Background: an optimization exercise with open tools, aiming at small area. Do not read the settings as production practice.
In this exercise RTL edits were held to simulation tests only and were not proved equivalent to the original.
No activity file was given, so power comes from the tool's default toggle rates.

==> job 964 <==
## processor
module processor(
    input             clk,
    input             reset,
    input      [31:0] instr,
    output reg [31:0] result,
    output            zero_flag);
    wire [4:0] rs1 = instr[19:15];
    wire [4:0] rs2 = instr[24:20];
    wire [4:0] rd  = instr[11:7];
    wire valid, op_as, op_sub, op_mul, op_sh, op_srl, op_xor, op_or, op_and;
    decode decode_unit(.instr(instr), .valid(valid), .op_as(op_as), .op_sub(op_sub),
                       .op_mul(op_mul), .op_sh(op_sh), .op_srl(op_srl),
                       .op_xor(op_xor), .op_or(op_or), .op_and(op_and));
    wire [1023:0] q;
    wire [31:0] sel1, sel2;
    genvar k;
    generate for (k = 0; k < 32; k = k + 1) begin : g_sel
        assign sel1[k] = (rs1 == k);
        assign sel2[k] = (rs2 == k);
    end endgenerate
    wire [31:0] rs1_data, rs2_data;
    rf_read read1(.sel(sel1), .q(q), .out(rs1_data));
    rf_read read2(.sel(sel2), .q(q), .out(rs2_data));
    wire [31:0] alu_out;
    alu alu_unit(.a(rs1_data), .b(rs2_data), .op_as(op_as), .op_sub(op_sub),
  ...
clock: 13.0 ns
lec_check: 0
abc_clock_period_in_ps: 13000
cap_margin: 0
core_margin: 2
core_utilization: 62
cts_buf_list: sky130_fd_sc_hd__clkbuf_8 sky130_fd_sc_hd__clkbuf_16
cts_cluster_diameter: 100
cts_cluster_size: 26
place_density: 0.74
slew_margin: 0
synth_hierarchical: 1
synth_minimum_keep_size: 0
standard.sh (not shown) runs the stock make flow with config.mk's settings and CLKGATE_MAP_FILE= SYNTH_SCRIPT=/design/flow/synth_recipe.tcl, a recipe that flattens the netlist after the stock synthesis.
==> flow/flow/run.sh <==
#!/bin/bash
# Own layout flow: the standard ORFS flow (standard.sh, unchanged
# synthesis) with extra ORFS settings on the make command line:
#   MATCH_CELL_FOOTPRINT=0  let the resizer change a cell's width when sizing
#                           (the platform sets 1)
#   RECOVER_POWER=100       after global routing, downsize cells off the
#                           critical paths (saves area as well as power)
# and BUFFER_PORTS_ARGS to buffer the ports with a plain buf_2.
# The make output goes to flow_make.log; ORFS's per-step logs stay under orfs/logs.
set -euo pipefail
export BUFFER_PORTS_ARGS="-buffer_cell sky130_fd_sc_hd__buf_2"
bash standard.sh MATCH_CELL_FOOTPRINT=0 RECOVER_POWER=100 finish > flow_make.log 2>&1
==> job 7670: changes against job 964 <==
==> flow/run.sh (new file) <==
#!/bin/bash
# synth_recipe.tcl (not shown) runs the flow's synth.tcl, then flattens the netlist and writes it again
# the make line also repeats each setting of config.mk as NAME=value (left out here)
make -C /OpenROAD-flow-scripts/flow DESIGN_CONFIG=/design/flow/config.mk WORK_HOME=/design/flow/orfs CLKGATE_MAP_FILE= SYNTH_SCRIPT=/design/flow/synth_recipe.tcl finish
- CTS_CLUSTER_DIAMETER: 100 -> 80
- CTS_CLUSTER_SIZE: 26 -> 20
- SETUP_SLACK_MARGIN: unset -> 0.5
removed: flow/flow/run.sh
removed: flow/standard.sh
==> run summary <==
|  | job 964 | job 7670 |
|---|---|---|
| Clock network share of area | 2.17% | 2.85% |
| DRT Wirelength | 250000 um | 253000 um |
| CP Buf/Inv Count | 6 | 5 |
| Multi-input gate area | 0.0325 sq mm | 0.0327 sq mm |
| Vias in the first global route | 48400 | 50100 |
| Beginning of the worst register-to-register path | g_rf[0].r[3]$_DFF_P_ | g_rf[0].r[0]$_DFF_P_ |
| Max Clk Rate | 76.4 MHz | 80.4 MHz |
| Met2 track demand over resource in global routing | 69.2% | 69.4% |
| Time the worst path needs with I/O delays and setup | 13.09 ns | 12.44 ns |
| Portion of total power attributed to the clock network | 11.4% | 12.8% |
| Cell type of the slowest stage on the worst timing path | buf_2 | nand4_1 |
| Worst slew margin relative to its limit | -57.1% | 9.44% |
| CP startpoint | instr[24] | instr[22] |
| Share of total power in sequential cells | 35.6% | 34.0% |
| Final clock period utilization by the worst path | 101% | 95.7% |
| Average wire length per cell after detail routing | 40.6 um | 40.4 um |
| Outcome | complete, but fails checks | timing/DRC/antenna clean |
| Violated checks | max-capacitance violations, max-slew violations, negative setup slack | - |
| Setup repair after global routing missed its margin | false | true |
| Clock insertion delay at the later pin of the skew report | 0.72 ns | 0.77 ns |
| Multi-input gate share of the layout cell area | 54.8% | 53.2% |
| Routed length on met2 | 97500 um | 98100 um |
| Post-CTS Resized | 0 | 3 |
| Worst hold slack across all endpoints | 0.507 ns | 0.503 ns |
| Estimated wirelength of the detail-placed design | 163000 um | 164000 um |
| Max-capacitance violation count | 2 | 0 |

re-timing with driven ports:
The flow's constraints put no driver on any port. The routed layouts listed below were extracted and timed again, unchanged, in two steps.
Step 1: set_driving_cell puts a clkbuf_16 on clk and a buf_2 on each other input, an assumption about the parent block.
Step 2 adds t to the input delays and takes it off the output delays; t is the mean of the earliest and latest rising clock arrival at the registers after step 1. Input paths then give back, and output paths get back, about the clock's delay inside the block.
a / b / c = ideal / step 1 / step 2; a / b = the first two.
run | t, ns | setup slack, ns | worst data-port slew with drivers (ns)
job 964 | 0.750 | -0.086 / -0.080 / -0.830 | 0.11
job 7670 | 0.802 | 0.564 / 0.568 / -0.234 | 0.14
With both steps, setup timing fails in job 7670, where it was met with ideal ports. The setup slack of job 7670, which loses most, moves by +0.004 ns with the drivers and by -0.798 ns with both steps.
